From an optimization exercise on the open Yosys and OpenROAD flow, aimed at small area, a short achievable clock period and few clock cycles; shortcuts taken in it are not production practice. At most, simulation tests tie the RTL to the original design; equivalence was not proved.

==> inputs of 02-18 <==
## layer_1
module layer_1
    (
        input         clk,
        input         RSTn,
        input         i_EN_w,
        input         i_EN_c,
        output        o_busy,
        input  [31:0] i_data,
        input         i_stb_in,
        output        o_ack_in,
        output [63:0] o_data,
        output        o_stb_out,
        input         i_ack_out
    );
==> flow/config.mk <==
export PLATFORM = sky130hd
export DESIGN_NAME = layer_1
export DESIGN_NICKNAME = layer_1
export VERILOG_FILES = /design/flow/design.v
export SDC_FILE = /design/flow/constraint.sdc
export NUM_CORES = 8
export LEC_CHECK = 0
export CAP_MARGIN = 20
export CORE_MARGIN = 2
export CORE_UTILIZATION = 50
export SLEW_MARGIN = 20
export SYNTH_HIERARCHICAL = 1
export SYNTH_MINIMUM_KEEP_SIZE = 0
==> flow/constraint.sdc <==
create_clock -name core_clock -period 12.0 [get_ports {clk}]
set_input_delay 2.4000 -clock core_clock [delete_from_list [all_inputs] [get_ports {clk}]]
set_output_delay 2.4000 -clock core_clock [all_outputs]
set_load 0.01 [all_outputs]
standard.sh (not shown) runs the stock make flow with config.mk's settings and CLKGATE_MAP_FILE= SYNTH_SCRIPT=/design/flow/synth_recipe.tcl, a recipe that flattens the netlist after the stock synthesis.
==> flow/flow/run.sh <==
#!/bin/bash
# Standard synthesis; every combinational cell resized to its smallest drive
# strength; then the standard layout, with repair_timing aiming at a setup slack
# margin so that the critical paths are sized for the period the design can reach.
set -uo pipefail
bash standard.sh synth > synth.log 2>&1 || exit 1
DS_ODB=orfs/results/sky130hd/layer_1/base/1_synth.odb openroad -no_init -exit flow/downsize.tcl > downsize.log 2>&1 || exit 1
bash standard.sh finish SETUP_SLACK_MARGIN=8.0 > layout.log 2>&1 || exit 1
==> flow/flow/downsize.tcl <==
# Resize every combinational cell of the synthesized netlist to the smallest
# drive strength of its family; timing repair later upsizes where needed.
# Flip-flops, clock cells and physical cells are left alone.
set db [ord::get_db]
read_db $::env(DS_ODB)
set block [[$db getChip] getBlock]
set fam [dict create]
foreach lib [$db getLibs] {
  foreach m [$lib getMasters] {
    set n [$m getName]
    if {![regexp {^(sky130_fd_sc_hd__[a-z0-9]+)_([0-9]+)$} $n -> base sz]} { continue }
    if {[string match "*lpflow*" $n] || [string match "*probe*" $n]} { continue }
    dict lappend fam $base $m
  }
}
set skip {df edf sdf dl clk tap fill decap conb sdl lpflow probe diode ebuf einv bufbuf}
set nsw 0
set saved 0
foreach inst [$block getInsts] {
  set m [$inst getMaster]
  set n [$m getName]
  if {![regexp {^(sky130_fd_sc_hd__([a-z0-9]+))_([0-9]+)$} $n -> base short sz]} { continue }
  set ok 1
  foreach s $skip { if {[string match "${s}*" $short]} { set ok 0 } }
  if {!$ok} { continue }
  if {![dict exists $fam $base]} { continue }
  set best $m
  set barea [expr {[$m getWidth] * [$m getHeight]}]
  foreach c [dict get $fam $base] {
    set a [expr {[$c getWidth] * [$c getHeight]}]
    if {$a < $barea} { set best $c; set barea $a }
  }
  if {$best ne $m} {
    set old [expr {[$m getWidth] * [$m getHeight]}]
    if {[$inst swapMaster $best]} {
      incr nsw
      set saved [expr {$saved + ($old - $barea) / 1e6}]
    }
  }
}
puts "downsize: swapped $nsw cells, saved [format %.1f $saved] um2"
write_db $::env(DS_ODB)
==> inputs of 10-16, as changes to 02-18 <==
--- a/flow/design.v
+++ b/flow/design.v
@@ -5448,24 +5448,26 @@
     reg [31:0] r_b_a,  r_b_b;
     reg [31:0] r_w0_a, r_w0_b, r_w2_a, r_w2_b;
     reg [32:0] r_gp_a, r_gp_b, r_gm_a, r_gm_b;
     wire [32:0] h33 = {1'b0, r_h};
     wire        l_bias  = (r_lidx < 3'd2);
     wire        l_first = (r_lidx == 3'd2) | (r_lidx == 3'd5);
+    wire        l_mid   = (r_lidx == 3'd3) | (r_lidx == 3'd6);
     wire        l_last  = (r_lidx == 3'd4) | (r_lidx == 3'd7);
+    wire [33:0] gm_sum = {r_gm_a, 1'b1} + {h33 ^ {33{l_mid}}, l_mid};
     always @(posedge clk) begin
         r_b_a  <= r_b_b;
         r_w0_a <= r_w0_b;
         r_w2_a <= r_w2_b;
         r_gp_a <= r_gp_b;
         r_gm_a <= r_gm_b;
         r_b_b  <= (do_ld & l_bias)  ? r_h : r_b_a;
         r_w0_b <= (do_ld & l_first) ? r_h : r_w0_a;
         r_w2_b <= (do_ld & l_last)  ? r_h : r_w2_a;
-        r_gp_b <= (do_ld & ~l_bias) ? (l_first ? h33 : opB) : r_gp_a;
-        r_gm_b <= (do_ld & ~l_bias) ? (l_first ? h33 : opC) : r_gm_a;
+        r_gp_b <= (do_ld & ~l_bias) ? (l_first ? h33 : r_gp_a + h33) : r_gp_a;
+        r_gm_b <= (do_ld & ~l_bias) ? (l_first ? h33 : gm_sum[33:1]) : r_gm_a;
     end
     reg [31:0] r_p0, r_p1;         
     reg [31:0] r_x3;               
     reg        r_pend;             
     always @(posedge clk)
         if (pair)
@@ -5480,16 +5482,14 @@
             if (r_pend) begin
                 r_p0 <= r_h;
                 r_p1 <= r_x3;
             end
         end
     wire [31:0] opA = r_p0 - r_h;                       
-    wire [32:0] bc_in = r_busy ? r_gp_a : {1'b0, r_p1};
-    wire [32:0] cc_in = r_busy ? r_gm_a : {1'b0, r_p1};
-    wire [32:0] opB = bc_in + {1'b0, r_h};              
-    wire [32:0] opC = {1'b0, r_h} - cc_in;              
+    wire [32:0] opB = {1'b0, r_p1} + {1'b0, r_h};       
+    wire [32:0] opC = {1'b0, r_h} - {1'b0, r_p1};       
     wire [31:0] opD = r_p1 - r_x3;                      
     wire [50:0] eA = benc({1'b0, opA}, 32);
     wire [50:0] eB = benc(opB, 33);
     wire [50:0] eC = benc(opC, 33);
     wire [50:0] eD = benc({1'b0, opD}, 32);
     reg [15:0] r_oneA, r_twoA, r_negA, r_oneD, r_twoD, r_negD;
@@ -5534,36 +5534,45 @@
     wire a_gt_b = (oa & ~ob) | (~(oa ^ ob) & ra_gt_rb);
     wire [31:0] res = (a_gt_b ? r_ra : r_rb) & {32{r_loaded}};
     reg [31:0] r_hold;             
     always @(posedge clk)
         r_hold <= res;
     wire [63:0] nr = r_ph ? {r_hold, res} : {res, r_hold};
-    reg  [1:0] r_wp, r_rp;         
-    reg  [1:0] r_cnt;              
-    reg [63:0] r_out, r_q0, r_q1, r_q2;
-    wire       q_pop  = ~r_stb & (r_cnt != 2'd0);
-    wire       q_push = v5 & (r_stb | (r_cnt != 2'd0));
-    wire [63:0] q_head = (r_rp == 2'd0) ? r_q0 : (r_rp == 2'd1) ? r_q1 : r_q2;
+    reg        r_s1v, r_s2v, r_s3v;
+    reg [63:0] r_out, r_s1, r_s2, r_s3;
     always @(posedge clk or negedge RSTn)
         if (!RSTn) begin
             r_stb <= 1'b0;
-            r_wp  <= 2'd0;
-            r_rp  <= 2'd0;
-            r_cnt <= 2'd0;
+            r_s1v <= 1'b0;
+            r_s2v <= 1'b0;
+            r_s3v <= 1'b0;
+        end else if (r_stb) begin
+            r_stb <= ~i_ack_out;
+            r_s1v <= r_s1v | v5;
+            r_s2v <= r_s2v | (r_s1v & v5);
+            r_s3v <= r_s3v | (r_s2v & v5);
         end else begin
-            r_stb <= r_stb ? ~i_ack_out : ((r_cnt != 2'd0) | v5);
-            if (q_push)
-                r_wp <= (r_wp == 2'd2) ? 2'd0 : r_wp + 2'd1;
-            if (q_pop)
-                r_rp <= (r_rp == 2'd2) ? 2'd0 : r_rp + 2'd1;
-            r_cnt <= r_cnt + q_push - q_pop;
+            r_stb <= r_s1v | v5;
+            r_s1v <= r_s1v & (r_s2v | v5);
+            r_s2v <= r_s2v & (r_s3v | v5);
+            r_s3v <= r_s3v & v5;
+        end
+    always @(posedge clk)
+        if (r_stb) begin
+            if (!r_s1v)
+                r_s1 <= nr;
+            else if (!r_s2v)
+                r_s2 <= nr;
+            else if (!r_s3v)
+                r_s3 <= nr;
+        end else begin
+            r_out <= r_s1v ? r_s1 : nr;
+            if (r_s1v)
+                r_s1 <= r_s2v ? r_s2 : nr;
+            if (r_s2v)
+                r_s2 <= r_s3v ? r_s3 : nr;
+            if (r_s3v)
+                r_s3 <= nr;
         end
-    always @(posedge clk) begin
-        if (!r_stb)
-            r_out <= (r_cnt != 2'd0) ? q_head : nr;
-        if (q_push && r_wp == 2'd0) r_q0 <= nr;
-        if (q_push && r_wp == 2'd1) r_q1 <= nr;
-        if (q_push && r_wp == 2'd2) r_q2 <= nr;
-    end
     assign o_data    = r_out;
     assign o_stb_out = r_stb;
 endmodule
==> flow/flow/run.sh (replaced) <==
#!/bin/bash
# Standard synthesis and layout; repair_timing aims at a setup slack margin so that
# the critical paths are sized for the period the design can reach.
set -uo pipefail
bash standard.sh synth > synth.log 2>&1 || exit 1
bash standard.sh finish SETUP_SLACK_MARGIN=8.0 > layout.log 2>&1 || exit 1
removed: flow/flow/downsize.tcl
==> inputs of 05-03, as changes to 02-18 <==
--- a/flow/design.v
+++ b/flow/design.v
@@ -5448,24 +5448,26 @@
     reg [31:0] r_b_a,  r_b_b;
     reg [31:0] r_w0_a, r_w0_b, r_w2_a, r_w2_b;
     reg [32:0] r_gp_a, r_gp_b, r_gm_a, r_gm_b;
     wire [32:0] h33 = {1'b0, r_h};
     wire        l_bias  = (r_lidx < 3'd2);
     wire        l_first = (r_lidx == 3'd2) | (r_lidx == 3'd5);
+    wire        l_mid   = (r_lidx == 3'd3) | (r_lidx == 3'd6);
     wire        l_last  = (r_lidx == 3'd4) | (r_lidx == 3'd7);
+    wire [33:0] gm_sum = {r_gm_a, 1'b1} + {h33 ^ {33{l_mid}}, l_mid};
     always @(posedge clk) begin
         r_b_a  <= r_b_b;
         r_w0_a <= r_w0_b;
         r_w2_a <= r_w2_b;
         r_gp_a <= r_gp_b;
         r_gm_a <= r_gm_b;
         r_b_b  <= (do_ld & l_bias)  ? r_h : r_b_a;
         r_w0_b <= (do_ld & l_first) ? r_h : r_w0_a;
         r_w2_b <= (do_ld & l_last)  ? r_h : r_w2_a;
-        r_gp_b <= (do_ld & ~l_bias) ? (l_first ? h33 : opB) : r_gp_a;
-        r_gm_b <= (do_ld & ~l_bias) ? (l_first ? h33 : opC) : r_gm_a;
+        r_gp_b <= (do_ld & ~l_bias) ? (l_first ? h33 : r_gp_a + h33) : r_gp_a;
+        r_gm_b <= (do_ld & ~l_bias) ? (l_first ? h33 : gm_sum[33:1]) : r_gm_a;
     end
     reg [31:0] r_p0, r_p1;         
     reg [31:0] r_x3;               
     reg        r_pend;             
     always @(posedge clk)
         if (pair)
@@ -5480,16 +5482,14 @@
             if (r_pend) begin
                 r_p0 <= r_h;
                 r_p1 <= r_x3;
             end
         end
     wire [31:0] opA = r_p0 - r_h;                       
-    wire [32:0] bc_in = r_busy ? r_gp_a : {1'b0, r_p1};
-    wire [32:0] cc_in = r_busy ? r_gm_a : {1'b0, r_p1};
-    wire [32:0] opB = bc_in + {1'b0, r_h};              
-    wire [32:0] opC = {1'b0, r_h} - cc_in;              
+    wire [32:0] opB = {1'b0, r_p1} + {1'b0, r_h};       
+    wire [32:0] opC = {1'b0, r_h} - {1'b0, r_p1};       
     wire [31:0] opD = r_p1 - r_x3;                      
     wire [50:0] eA = benc({1'b0, opA}, 32);
     wire [50:0] eB = benc(opB, 33);
     wire [50:0] eC = benc(opC, 33);
     wire [50:0] eD = benc({1'b0, opD}, 32);
     reg [15:0] r_oneA, r_twoA, r_negA, r_oneD, r_twoD, r_negD;
@@ -5534,36 +5534,45 @@
     wire a_gt_b = (oa & ~ob) | (~(oa ^ ob) & ra_gt_rb);
     wire [31:0] res = (a_gt_b ? r_ra : r_rb) & {32{r_loaded}};
     reg [31:0] r_hold;             
     always @(posedge clk)
         r_hold <= res;
     wire [63:0] nr = r_ph ? {r_hold, res} : {res, r_hold};
-    reg  [1:0] r_wp, r_rp;         
-    reg  [1:0] r_cnt;              
-    reg [63:0] r_out, r_q0, r_q1, r_q2;
-    wire       q_pop  = ~r_stb & (r_cnt != 2'd0);
-    wire       q_push = v5 & (r_stb | (r_cnt != 2'd0));
-    wire [63:0] q_head = (r_rp == 2'd0) ? r_q0 : (r_rp == 2'd1) ? r_q1 : r_q2;
+    reg        r_s1v, r_s2v, r_s3v;
+    reg [63:0] r_out, r_s1, r_s2, r_s3;
     always @(posedge clk or negedge RSTn)
         if (!RSTn) begin
             r_stb <= 1'b0;
-            r_wp  <= 2'd0;
-            r_rp  <= 2'd0;
-            r_cnt <= 2'd0;
+            r_s1v <= 1'b0;
+            r_s2v <= 1'b0;
+            r_s3v <= 1'b0;
+        end else if (r_stb) begin
+            r_stb <= ~i_ack_out;
+            r_s1v <= r_s1v | v5;
+            r_s2v <= r_s2v | (r_s1v & v5);
+            r_s3v <= r_s3v | (r_s2v & v5);
         end else begin
-            r_stb <= r_stb ? ~i_ack_out : ((r_cnt != 2'd0) | v5);
-            if (q_push)
-                r_wp <= (r_wp == 2'd2) ? 2'd0 : r_wp + 2'd1;
-            if (q_pop)
-                r_rp <= (r_rp == 2'd2) ? 2'd0 : r_rp + 2'd1;
-            r_cnt <= r_cnt + q_push - q_pop;
+            r_stb <= r_s1v | v5;
+            r_s1v <= r_s1v & (r_s2v | v5);
+            r_s2v <= r_s2v & (r_s3v | v5);
+            r_s3v <= r_s3v & v5;
+        end
+    always @(posedge clk)
+        if (r_stb) begin
+            if (!r_s1v)
+                r_s1 <= nr;
+            else if (!r_s2v)
+                r_s2 <= nr;
+            else if (!r_s3v)
+                r_s3 <= nr;
+        end else begin
+            r_out <= r_s1v ? r_s1 : nr;
+            if (r_s1v)
+                r_s1 <= r_s2v ? r_s2 : nr;
+            if (r_s2v)
+                r_s2 <= r_s3v ? r_s3 : nr;
+            if (r_s3v)
+                r_s3 <= nr;
         end
-    always @(posedge clk) begin
-        if (!r_stb)
-            r_out <= (r_cnt != 2'd0) ? q_head : nr;
-        if (q_push && r_wp == 2'd0) r_q0 <= nr;
-        if (q_push && r_wp == 2'd1) r_q1 <= nr;
-        if (q_push && r_wp == 2'd2) r_q2 <= nr;
-    end
     assign o_data    = r_out;
     assign o_stb_out = r_stb;
 endmodule
==> summary of the runs <==
The lowest area after synthesis belongs to 02-18, the highest to 10-16.
Final area, highest first: 10-16, 05-03, 02-18.
Against 02-18, the synthesized cell count of 10-16 is larger by 8.8%.
The highest hold slack belongs to 02-18, the lowest to 10-16.
Of 10-16 and 05-03, 10-16 has the higher critical path depth (gap 11).
==> figures <==
item	02-18	05-03	10-16
Run status	timing/DRC/antenna clean	timing/DRC/antenna clean	timing/DRC/antenna clean
Multi-input logic area	63,500 um^2	68,300 um^2	74,300 um^2
First-iteration detailed-routing DRC count	8,943	8,970	7,529
Number of standard cells in the final layout excluding fillers	11.5k	12.2k	12.5k
Worst slack at placement	6.49 ns	6.59 ns	6.66 ns
First element of the critical path	r_busy	r_ack	i_stb_in
Min cycle time layout	4.03 ns	4.03 ns	3.99 ns
Avg Vias per Cell	6.30	6.31	6.15
Startpoint of the tightest hold check path	r_gm_b[1]	r_w0_b[4]	r_w0_b[31]
Final critical-path setup slack	7.97 ns	7.97 ns	8.01 ns
Length of routed wiring on met1	130,000 um	138,000 um	153,000 um
Testbench counts of 02-18, summed over its fixed seeds: cycles 6,072.
Only the layout flow was run in 10-16 and 05-03; the RTL was not checked for function there.

==> inputs of v26 <==
layer_1 with an RTL version that a note above also has.
Settings: LEC_CHECK=0, CAP_MARGIN=20, CORE_MARGIN=2, CORE_UTILIZATION=50, SLEW_MARGIN=20, SYNTH_HIERARCHICAL=1, SYNTH_MINIMUM_KEEP_SIZE=0; clock period 12.0 ns.
==> flow/flow/run.sh <==
#!/bin/bash
# Standard synthesis and layout; repair_timing aims at a setup slack margin so that
# the critical paths are sized for the period the design can reach.
set -uo pipefail
bash standard.sh synth > synth.log 2>&1 || exit 1
bash standard.sh finish SETUP_SLACK_MARGIN=8.3 > layout.log 2>&1 || exit 1
==> inputs of v1, as changes to v26 <==
--- a/flow/design.v
+++ b/flow/design.v
@@ -5411,11 +5411,11 @@
     wire lv_next = ld_word | (r_lv & ~do_ld);
     wire [2:0] lidx_next = ld_word ? r_lcnt : r_lidx;
     wire do_ld_next = lv_next & (~r_ph == lch(lidx_next));
     always @(posedge clk or negedge RSTn)
         if (!RSTn) begin
-            r_ack  <= 1'b1;
+            r_ack  <= 1'b0;
             r_busy <= 1'b0;
             r_lcnt <= 3'd0;
             r_par  <= 1'b0;
             r_nout <= 3'd0;
             r_lv   <= 1'b0;
@@ -5449,24 +5449,22 @@
     reg [31:0] r_w0_a, r_w0_b, r_w2_a, r_w2_b;
     reg [32:0] r_gp_a, r_gp_b, r_gm_a, r_gm_b;
     wire [32:0] h33 = {1'b0, r_h};
     wire        l_bias  = (r_lidx < 3'd2);
     wire        l_first = (r_lidx == 3'd2) | (r_lidx == 3'd5);
-    wire        l_mid   = (r_lidx == 3'd3) | (r_lidx == 3'd6);
     wire        l_last  = (r_lidx == 3'd4) | (r_lidx == 3'd7);
-    wire [33:0] gm_sum = {r_gm_a, 1'b1} + {h33 ^ {33{l_mid}}, l_mid};
     always @(posedge clk) begin
         r_b_a  <= r_b_b;
         r_w0_a <= r_w0_b;
         r_w2_a <= r_w2_b;
         r_gp_a <= r_gp_b;
         r_gm_a <= r_gm_b;
         r_b_b  <= (do_ld & l_bias)  ? r_h : r_b_a;
         r_w0_b <= (do_ld & l_first) ? r_h : r_w0_a;
         r_w2_b <= (do_ld & l_last)  ? r_h : r_w2_a;
-        r_gp_b <= (do_ld & ~l_bias) ? (l_first ? h33 : r_gp_a + h33) : r_gp_a;
-        r_gm_b <= (do_ld & ~l_bias) ? (l_first ? h33 : gm_sum[33:1]) : r_gm_a;
+        r_gp_b <= (do_ld & ~l_bias) ? (l_first ? h33 : opB) : r_gp_a;
+        r_gm_b <= (do_ld & ~l_bias) ? (l_first ? h33 : opC) : r_gm_a;
     end
     reg [31:0] r_p0, r_p1;         
     reg [31:0] r_x3;               
     reg        r_pend;             
     always @(posedge clk)
@@ -5483,12 +5481,14 @@
                 r_p0 <= r_h;
                 r_p1 <= r_x3;
             end
         end
     wire [31:0] opA = r_p0 - r_h;                       
-    wire [32:0] opB = {1'b0, r_p1} + {1'b0, r_h};       
-    wire [32:0] opC = {1'b0, r_h} - {1'b0, r_p1};       
+    wire [32:0] bc_in = r_lv ? r_gp_a : {1'b0, r_p1};
+    wire [32:0] cc_in = r_lv ? r_gm_a : {1'b0, r_p1};
+    wire [32:0] opB = bc_in + {1'b0, r_h};              
+    wire [32:0] opC = {1'b0, r_h} - cc_in;              
     wire [31:0] opD = r_p1 - r_x3;                      
     wire [50:0] eA = benc({1'b0, opA}, 32);
     wire [50:0] eB = benc(opB, 33);
     wire [50:0] eC = benc(opC, 33);
     wire [50:0] eD = benc({1'b0, opD}, 32);
@@ -5535,44 +5535,35 @@
     wire [31:0] res = (a_gt_b ? r_ra : r_rb) & {32{r_loaded}};
     reg [31:0] r_hold;             
     always @(posedge clk)
         r_hold <= res;
     wire [63:0] nr = r_ph ? {r_hold, res} : {res, r_hold};
-    reg        r_s1v, r_s2v, r_s3v;
-    reg [63:0] r_out, r_s1, r_s2, r_s3;
+    reg  [1:0] r_wp, r_rp;         
+    reg  [1:0] r_cnt;              
+    reg [63:0] r_out, r_q0, r_q1, r_q2;
+    wire       q_pop  = ~r_stb & (r_cnt != 2'd0);
+    wire       q_push = v5 & (r_stb | (r_cnt != 2'd0));
+    wire [63:0] q_head = (r_rp == 2'd0) ? r_q0 : (r_rp == 2'd1) ? r_q1 : r_q2;
     always @(posedge clk or negedge RSTn)
         if (!RSTn) begin
             r_stb <= 1'b0;
-            r_s1v <= 1'b0;
-            r_s2v <= 1'b0;
-            r_s3v <= 1'b0;
-        end else if (r_stb) begin
-            r_stb <= ~i_ack_out;
-            r_s1v <= r_s1v | v5;
-            r_s2v <= r_s2v | (r_s1v & v5);
-            r_s3v <= r_s3v | (r_s2v & v5);
+            r_wp  <= 2'd0;
+            r_rp  <= 2'd0;
+            r_cnt <= 2'd0;
         end else begin
-            r_stb <= r_s1v | v5;
-            r_s1v <= r_s1v & (r_s2v | v5);
-            r_s2v <= r_s2v & (r_s3v | v5);
-            r_s3v <= r_s3v & v5;
-        end
-    always @(posedge clk)
-        if (r_stb) begin
-            if (!r_s1v)
-                r_s1 <= nr;
-            else if (!r_s2v)
-                r_s2 <= nr;
-            else if (!r_s3v)
-                r_s3 <= nr;
-        end else begin
-            r_out <= r_s1v ? r_s1 : nr;
-            if (r_s1v)
-                r_s1 <= r_s2v ? r_s2 : nr;
-            if (r_s2v)
-                r_s2 <= r_s3v ? r_s3 : nr;
-            if (r_s3v)
-                r_s3 <= nr;
+            r_stb <= r_stb ? ~i_ack_out : ((r_cnt != 2'd0) | v5);
+            if (q_push)
+                r_wp <= (r_wp == 2'd2) ? 2'd0 : r_wp + 2'd1;
+            if (q_pop)
+                r_rp <= (r_rp == 2'd2) ? 2'd0 : r_rp + 2'd1;
+            r_cnt <= r_cnt + q_push - q_pop;
         end
+    always @(posedge clk) begin
+        if (!r_stb)
+            r_out <= (r_cnt != 2'd0) ? q_head : nr;
+        if (q_push && r_wp == 2'd0) r_q0 <= nr;
+        if (q_push && r_wp == 2'd1) r_q1 <= nr;
+        if (q_push && r_wp == 2'd2) r_q2 <= nr;
+    end
     assign o_data    = r_out;
     assign o_stb_out = r_stb;
 endmodule
==> flow/flow/run.sh (replaced) <==
#!/bin/bash
# Standard synthesis; every combinational cell resized to its smallest drive
# strength; then the standard layout, with repair_timing aiming at a setup slack
# margin so that the critical paths are sized for the period the design can reach.
set -uo pipefail
bash standard.sh synth > synth.log 2>&1 || exit 1
DS_ODB=orfs/results/sky130hd/layer_1/base/1_synth.odb openroad -no_init -exit flow/downsize.tcl > downsize.log 2>&1 || exit 1
bash standard.sh finish SETUP_SLACK_MARGIN=8.0 > layout.log 2>&1 || exit 1
==> flow/flow/downsize.tcl (new file) <==
# Resize every combinational cell of the synthesized netlist to the smallest
# drive strength of its family; timing repair later upsizes where needed.
# Flip-flops, clock cells and physical cells are left alone.
set db [ord::get_db]
read_db $::env(DS_ODB)
set block [[$db getChip] getBlock]
set fam [dict create]
foreach lib [$db getLibs] {
  foreach m [$lib getMasters] {
    set n [$m getName]
    if {![regexp {^(sky130_fd_sc_hd__[a-z0-9]+)_([0-9]+)$} $n -> base sz]} { continue }
    if {[string match "*lpflow*" $n] || [string match "*probe*" $n]} { continue }
    dict lappend fam $base $m
  }
}
set skip {df edf sdf dl clk tap fill decap conb sdl lpflow probe diode ebuf einv bufbuf}
set nsw 0
set saved 0
foreach inst [$block getInsts] {
  set m [$inst getMaster]
  set n [$m getName]
  if {![regexp {^(sky130_fd_sc_hd__([a-z0-9]+))_([0-9]+)$} $n -> base short sz]} { continue }
  set ok 1
  foreach s $skip { if {[string match "${s}*" $short]} { set ok 0 } }
  if {!$ok} { continue }
  if {![dict exists $fam $base]} { continue }
  set best $m
  set barea [expr {[$m getWidth] * [$m getHeight]}]
  foreach c [dict get $fam $base] {
    set a [expr {[$c getWidth] * [$c getHeight]}]
    if {$a < $barea} { set best $c; set barea $a }
  }
  if {$best ne $m} {
    set old [expr {[$m getWidth] * [$m getHeight]}]
    if {[$inst swapMaster $best]} {
      incr nsw
      set saved [expr {$saved + ($old - $barea) / 1e6}]
    }
  }
}
puts "downsize: swapped $nsw cells, saved [format %.1f $saved] um2"
write_db $::env(DS_ODB)
CTS_BUF_LIST = sky130_fd_sc_hd__clkbuf_16   (was unset)
CTS_CLUSTER_DIAMETER = 100   (was unset)
CTS_CLUSTER_SIZE = 24   (was unset)
==> inputs of v11, as changes to v26 <==
--- a/flow/design.v
+++ b/flow/design.v
@@ -5389,21 +5389,21 @@
         else       r_ph <= ~r_ph;
     reg        r_ack;         
     reg        r_busy;        
     reg  [2:0] r_lcnt;        
     reg        r_par;         
-    reg  [2:0] r_nout;        
+    reg  [1:0] r_nout;        
     reg        r_stb;
     reg        r_lv;          
     reg  [2:0] r_lidx;        
     wire xfer    = i_stb_in & r_ack;
     wire ld_word = xfer & (r_busy | i_EN_w);
     wire smp     = xfer & i_EN_c & ~r_busy;
     wire smp_a   = smp & ~r_par;           
     wire pair    = smp &  r_par;           
     wire take    = r_stb & i_ack_out;
-    wire [2:0] nout_next = r_nout + pair - take;
+    wire [1:0] nout_next = r_nout + pair - take;
     wire par_next = r_par ^ smp;
     function lch;
         input [2:0] k;
         lch = (k == 3'd1) | (k > 3'd4);
     endfunction
@@ -5415,19 +5415,19 @@
         if (!RSTn) begin
             r_ack  <= 1'b1;
             r_busy <= 1'b0;
             r_lcnt <= 3'd0;
             r_par  <= 1'b0;
-            r_nout <= 3'd0;
+            r_nout <= 2'd0;
             r_lv   <= 1'b0;
             r_lidx <= 3'd0;
         end else begin
             r_nout <= nout_next;
             r_par  <= par_next;
             r_lv   <= lv_next;
             r_lidx <= lidx_next;
-            r_ack  <= (~par_next | (nout_next != 3'd4)) & (~lv_next | do_ld_next);
+            r_ack  <= (~par_next | (nout_next != 2'd3)) & (~lv_next | do_ld_next);
             if (i_EN_w)
                 r_busy <= 1'b1;
             if (ld_word)
                 r_lcnt <= r_lcnt + 3'd1;
             if (do_ld && r_lidx == 3'd7)
@@ -5451,64 +5451,54 @@
     wire [32:0] h33 = {1'b0, r_h};
     wire        l_bias  = (r_lidx < 3'd2);
     wire        l_first = (r_lidx == 3'd2) | (r_lidx == 3'd5);
     wire        l_mid   = (r_lidx == 3'd3) | (r_lidx == 3'd6);
     wire        l_last  = (r_lidx == 3'd4) | (r_lidx == 3'd7);
-    wire [33:0] gm_sum = {r_gm_a, 1'b1} + {h33 ^ {33{l_mid}}, l_mid};
     always @(posedge clk) begin
         r_b_a  <= r_b_b;
         r_w0_a <= r_w0_b;
         r_w2_a <= r_w2_b;
         r_gp_a <= r_gp_b;
         r_gm_a <= r_gm_b;
         r_b_b  <= (do_ld & l_bias)  ? r_h : r_b_a;
         r_w0_b <= (do_ld & l_first) ? r_h : r_w0_a;
         r_w2_b <= (do_ld & l_last)  ? r_h : r_w2_a;
         r_gp_b <= (do_ld & ~l_bias) ? (l_first ? h33 : r_gp_a + h33) : r_gp_a;
-        r_gm_b <= (do_ld & ~l_bias) ? (l_first ? h33 : gm_sum[33:1]) : r_gm_a;
+        r_gm_b <= (do_ld & ~l_bias) ? (l_first ? h33 : (l_mid ? r_gm_a - h33 : r_gm_a + h33)) : r_gm_a;
     end
     reg [31:0] r_p0, r_p1;         
-    reg [31:0] r_x3;               
-    reg        r_pend;             
-    always @(posedge clk)
-        if (pair)
-            r_x3 <= i_data;
     always @(posedge clk or negedge RSTn)
         if (!RSTn) begin
             r_p0 <= 32'd0;
             r_p1 <= 32'd0;
-            r_pend <= 1'b0;
-        end else begin
-            r_pend <= pair;
-            if (r_pend) begin
-                r_p0 <= r_h;
-                r_p1 <= r_x3;
-            end
+        end else if (pair) begin
+            r_p0 <= r_h;
+            r_p1 <= i_data;
         end
     wire [31:0] opA = r_p0 - r_h;                       
     wire [32:0] opB = {1'b0, r_p1} + {1'b0, r_h};       
     wire [32:0] opC = {1'b0, r_h} - {1'b0, r_p1};       
-    wire [31:0] opD = r_p1 - r_x3;                      
+    wire [31:0] opD = r_p1 - i_data;                    
     wire [50:0] eA = benc({1'b0, opA}, 32);
     wire [50:0] eB = benc(opB, 33);
     wire [50:0] eC = benc(opC, 33);
     wire [50:0] eD = benc({1'b0, opD}, 32);
     reg [15:0] r_oneA, r_twoA, r_negA, r_oneD, r_twoD, r_negD;
     reg [16:0] r_oneB, r_twoB, r_negB, r_oneC, r_twoC, r_negC;
     always @(posedge clk)
-        if (r_pend) begin
+        if (pair) begin
             r_oneA <= eA[15:0];  r_twoA <= eA[32:17]; r_negA <= eA[49:34];
             r_oneB <= eB[16:0];  r_twoB <= eB[33:17]; r_negB <= eB[50:34];
             r_oneC <= eC[16:0];  r_twoC <= eC[33:17]; r_negC <= eC[50:34];
             r_oneD <= eD[15:0];  r_twoD <= eD[32:17]; r_negD <= ~eD[49:34];    
         end
-    reg v1, v2, v3, v4, v5;
+    reg v1, v2, v3, v4;
     always @(posedge clk or negedge RSTn)
         if (!RSTn) begin
-            v1 <= 1'b0; v2 <= 1'b0; v3 <= 1'b0; v4 <= 1'b0; v5 <= 1'b0;
+            v1 <= 1'b0; v2 <= 1'b0; v3 <= 1'b0; v4 <= 1'b0;
         end else begin
-            v1 <= r_pend; v2 <= v1; v3 <= v2; v4 <= v3; v5 <= v4;
+            v1 <= pair; v2 <= v1; v3 <= v2; v4 <= v3;
         end
     wire [32:0] sa0, sa1, sb0, sb1;
     Conv1d mult (
         .clk(clk),
         .oneA(r_oneA), .twoA(r_twoA), .negA(r_negA),
@@ -5520,59 +5510,49 @@
         .SA0(sa0), .SA1(sa1), .SB0(sb0), .SB1(sb1)
     );
     wire [32:0] ua, ub;
     add33 add_a (.a(sa0), .b(sa1), .y(ua));
     add33 add_b (.a(sb0), .b(sb1), .y(ub));
-    reg [31:0] r_ra, r_rb;
-    always @(posedge clk) begin
-        r_ra <= ua[32:1];
-        r_rb <= ub[32:1];
-    end
+    wire [31:0] ra = ua[32:1];
+    wire [31:0] rb = ub[32:1];
     wire ra_gt_rb, oa, ob;
-    comp2_gt #(.DW(32)) cmp_ab (.i_a(r_ra), .i_b(r_rb), .o_a_gt_b(ra_gt_rb));
-    comp2_gt #(.DW(32)) cmp_oa (.i_a(r_b_b), .i_b(r_ra), .o_a_gt_b(oa));
-    comp2_gt #(.DW(32)) cmp_ob (.i_a(r_b_b), .i_b(r_rb), .o_a_gt_b(ob));
+    comp2_gt #(.DW(32)) cmp_ab (.i_a(ra), .i_b(rb), .o_a_gt_b(ra_gt_rb));
+    comp2_gt #(.DW(32)) cmp_oa (.i_a(r_b_a), .i_b(ra), .o_a_gt_b(oa));
+    comp2_gt #(.DW(32)) cmp_ob (.i_a(r_b_a), .i_b(rb), .o_a_gt_b(ob));
     wire a_gt_b = (oa & ~ob) | (~(oa ^ ob) & ra_gt_rb);
-    wire [31:0] res = (a_gt_b ? r_ra : r_rb) & {32{r_loaded}};
+    wire [31:0] res = (a_gt_b ? ra : rb) & {32{r_loaded}};
     reg [31:0] r_hold;             
     always @(posedge clk)
         r_hold <= res;
-    wire [63:0] nr = r_ph ? {r_hold, res} : {res, r_hold};
-    reg        r_s1v, r_s2v, r_s3v;
-    reg [63:0] r_out, r_s1, r_s2, r_s3;
+    wire [63:0] nr = r_ph ? {res, r_hold} : {r_hold, res};
+    reg        r_s1v, r_s2v;
+    reg [63:0] r_out, r_s1, r_s2;
     always @(posedge clk or negedge RSTn)
         if (!RSTn) begin
             r_stb <= 1'b0;
             r_s1v <= 1'b0;
             r_s2v <= 1'b0;
-            r_s3v <= 1'b0;
         end else if (r_stb) begin
             r_stb <= ~i_ack_out;
-            r_s1v <= r_s1v | v5;
-            r_s2v <= r_s2v | (r_s1v & v5);
-            r_s3v <= r_s3v | (r_s2v & v5);
+            r_s1v <= r_s1v | v4;
+            r_s2v <= r_s2v | (r_s1v & v4);
         end else begin
-            r_stb <= r_s1v | v5;
-            r_s1v <= r_s1v & (r_s2v | v5);
-            r_s2v <= r_s2v & (r_s3v | v5);
-            r_s3v <= r_s3v & v5;
+            r_stb <= r_s1v | v4;
+            r_s1v <= r_s1v & (r_s2v | v4);
+            r_s2v <= r_s2v & v4;
         end
     always @(posedge clk)
         if (r_stb) begin
             if (!r_s1v)
                 r_s1 <= nr;
             else if (!r_s2v)
                 r_s2 <= nr;
-            else if (!r_s3v)
-                r_s3 <= nr;
         end else begin
             r_out <= r_s1v ? r_s1 : nr;
             if (r_s1v)
                 r_s1 <= r_s2v ? r_s2 : nr;
             if (r_s2v)
-                r_s2 <= r_s3v ? r_s3 : nr;
-            if (r_s3v)
-                r_s3 <= nr;
+                r_s2 <= nr;
         end
     assign o_data    = r_out;
     assign o_stb_out = r_stb;
 endmodule
==> flow/run.sh (new file) <==
#!/bin/bash
# synth_recipe.tcl (not shown) runs the flow's synth.tcl, then flattens the netlist and writes it again
# the make line also repeats each setting of config.mk as NAME=value (left out here)
make -C /OpenROAD-flow-scripts/flow DESIGN_CONFIG=/design/flow/config.mk WORK_HOME=/design/flow/orfs CLKGATE_MAP_FILE= SYNTH_SCRIPT=/design/flow/synth_recipe.tcl finish
removed: flow/flow/run.sh
removed: flow/standard.sh
==> inputs of v27, as changes to v26 <==
==> flow/flow/run.sh (replaced) <==
#!/bin/bash
# Standard synthesis and layout; repair_timing aims at a setup slack margin so that
# the critical paths are sized for the period the design can reach.
set -uo pipefail
bash standard.sh synth > synth.log 2>&1 || exit 1
bash standard.sh finish SETUP_SLACK_MARGIN=7.6 > layout.log 2>&1 || exit 1
==> notes.md <==
Worst-path clk slew around 100 ps; first-pass GRT wire length between 500,000 and 600,000 um; CP required between 10,000 and 15,000 ps; Slew HR 24.7%; Post-DP Area 105,000 um^2; Non-CTS inverters about 300; critical path's slowest cell clkdlybuf4s50_1; Tcrit/Tclk final roughly a third; routability cong. between 1 and 1.5; delay-heaviest family, CP adder cells; area grow syn2layout 9.78%; Seq/total area roughly a third; Die ar. 201,000 um^2; core area between 150,000 and 200,000 um^2; Ant. Diodes 11; cells after synthesis between 8,000 and 9,000; RSZ-0062 raised after global routing no; initial core utilization between 50 and 60%; status complete, no violations; Starting DRT DRC Count a little over 9,000; kind of critical path in2reg
[end of results for v1]
==> notes.md <==
initial core utilization about half; kind of critical path reg2out; Ant. Diodes 11; Seq/total area between 20% and 30%; Worst-path clk slew ~60 ps; Die ar. between 200,000 and 250,000 um^2; Starting DRT DRC Count around 6,600; cells after synthesis between 8,000 and 9,000; Slew HR 23.9%; area grow syn2layout 11.6%; Levels on crit path 1; first-pass GRT wire length around 550,000 um; Synth Area in Compound Gates between 20% and 30%; core area 217,000 um^2; status complete, no violations; Non-CTS inverters between 300 and 400; routability cong. slightly below 1; CP required ~9600 ps; delay-heaviest family, CP buffers and inverters
[end of results for v27]
==> notes.md <==
area grow syn2layout 17.5%; status complete, no violations; CP required roughly 9600 ps; initial core utilization 50.3%; kind of critical path reg2out; RSZ-0062 raised after global routing yes; cells after synthesis between 8,000 and 9,000; Seq/total area a little over a quarter; Slew HR between 20% and 30%; first-pass GRT wire length around 560,000 um; Ant. Diodes 11
[end of results for v26]
==> notes.md <==
delay-heaviest family, CP compound AO/OA/AOI/OAI gates; Post-DP Area between 100,000 and 150,000 um^2; RSZ-0062 raised after global routing no; area grow syn2layout 10.6%; CTS sink count 1,270; Die ar. 212,000 um^2; worst r2r src mult.SB0[0]; Synth Area in Compound Gates between 20% and 30%; Starting DRT DRC Count roughly 7,000; routability cong. a little under 1; first-pass GRT wire length 527,000 um; Worst-path clk slew 60 ps; Non-CTS inverters 371; largest class multi-input combinational cells; core area just over 200,000 um^2; initial core utilization between 50% and 60%; Tcrit/Tclk final between 60% and 70%; Yosys warning count 8; Seq/total area a little over a quarter; status complete, no violations
[end of results for v11]
No run of this note included a check of the RTL's function; only the layout flow was run.

## static timing again, ports no longer ideal
No port has a modelled driver above. Below, the same layouts with a new extraction and two added sets of constraints.
Step 1 (the two cells are an assumption about what drives the block):
set clk [get_ports {clk}]
set_driving_cell -lib_cell sky130_fd_sc_hd__clkbuf_16 $clk
set_driving_cell -lib_cell sky130_fd_sc_hd__buf_2 [delete_from_list [all_inputs] $clk]
Step 2 adds t to the input delays and takes it off the output delays; t is the mean of the earliest and latest rising clock arrival at the registers after step 1. Input paths then give back, and output paths get back, about the clock's delay inside the block.
a / b / c = no drivers / after step 1 / after step 2; a / b = the first two.
run | t, ns | setup WS [ns] | hold WS [ns]
02-18 | 0.928 | 7.972 / 7.910 / 7.239 | 0.292 / 0.292 / 0.292
10-16 | 0.907 | 8.008 / 7.962 / 7.164 | 0.270 / 0.270 / 0.270
05-03 | 0.926 | 7.975 / 7.880 / 7.233 | 0.290 / 0.290 / 0.290
v26 | 0.921 | 7.997 / 7.898 / 7.418 | 0.260 / 0.260 / 0.260
v1 | 0.843 | 7.992 / 7.976 / 7.208 | 0.323 / 0.323 / 0.323
v11 | 0.907 | 4.609 / 4.609 / 4.609 | 0.291 / 0.291 / 0.291
v27 | 0.930 | 7.745 / 7.641 / 7.044 | 0.299 / 0.299 / 0.299
After both steps every run listed still meets setup and hold. For 10-16, which loses most, drivers alone change the setup slack by -0.046 ns; drivers and shift together by -0.844 ns.
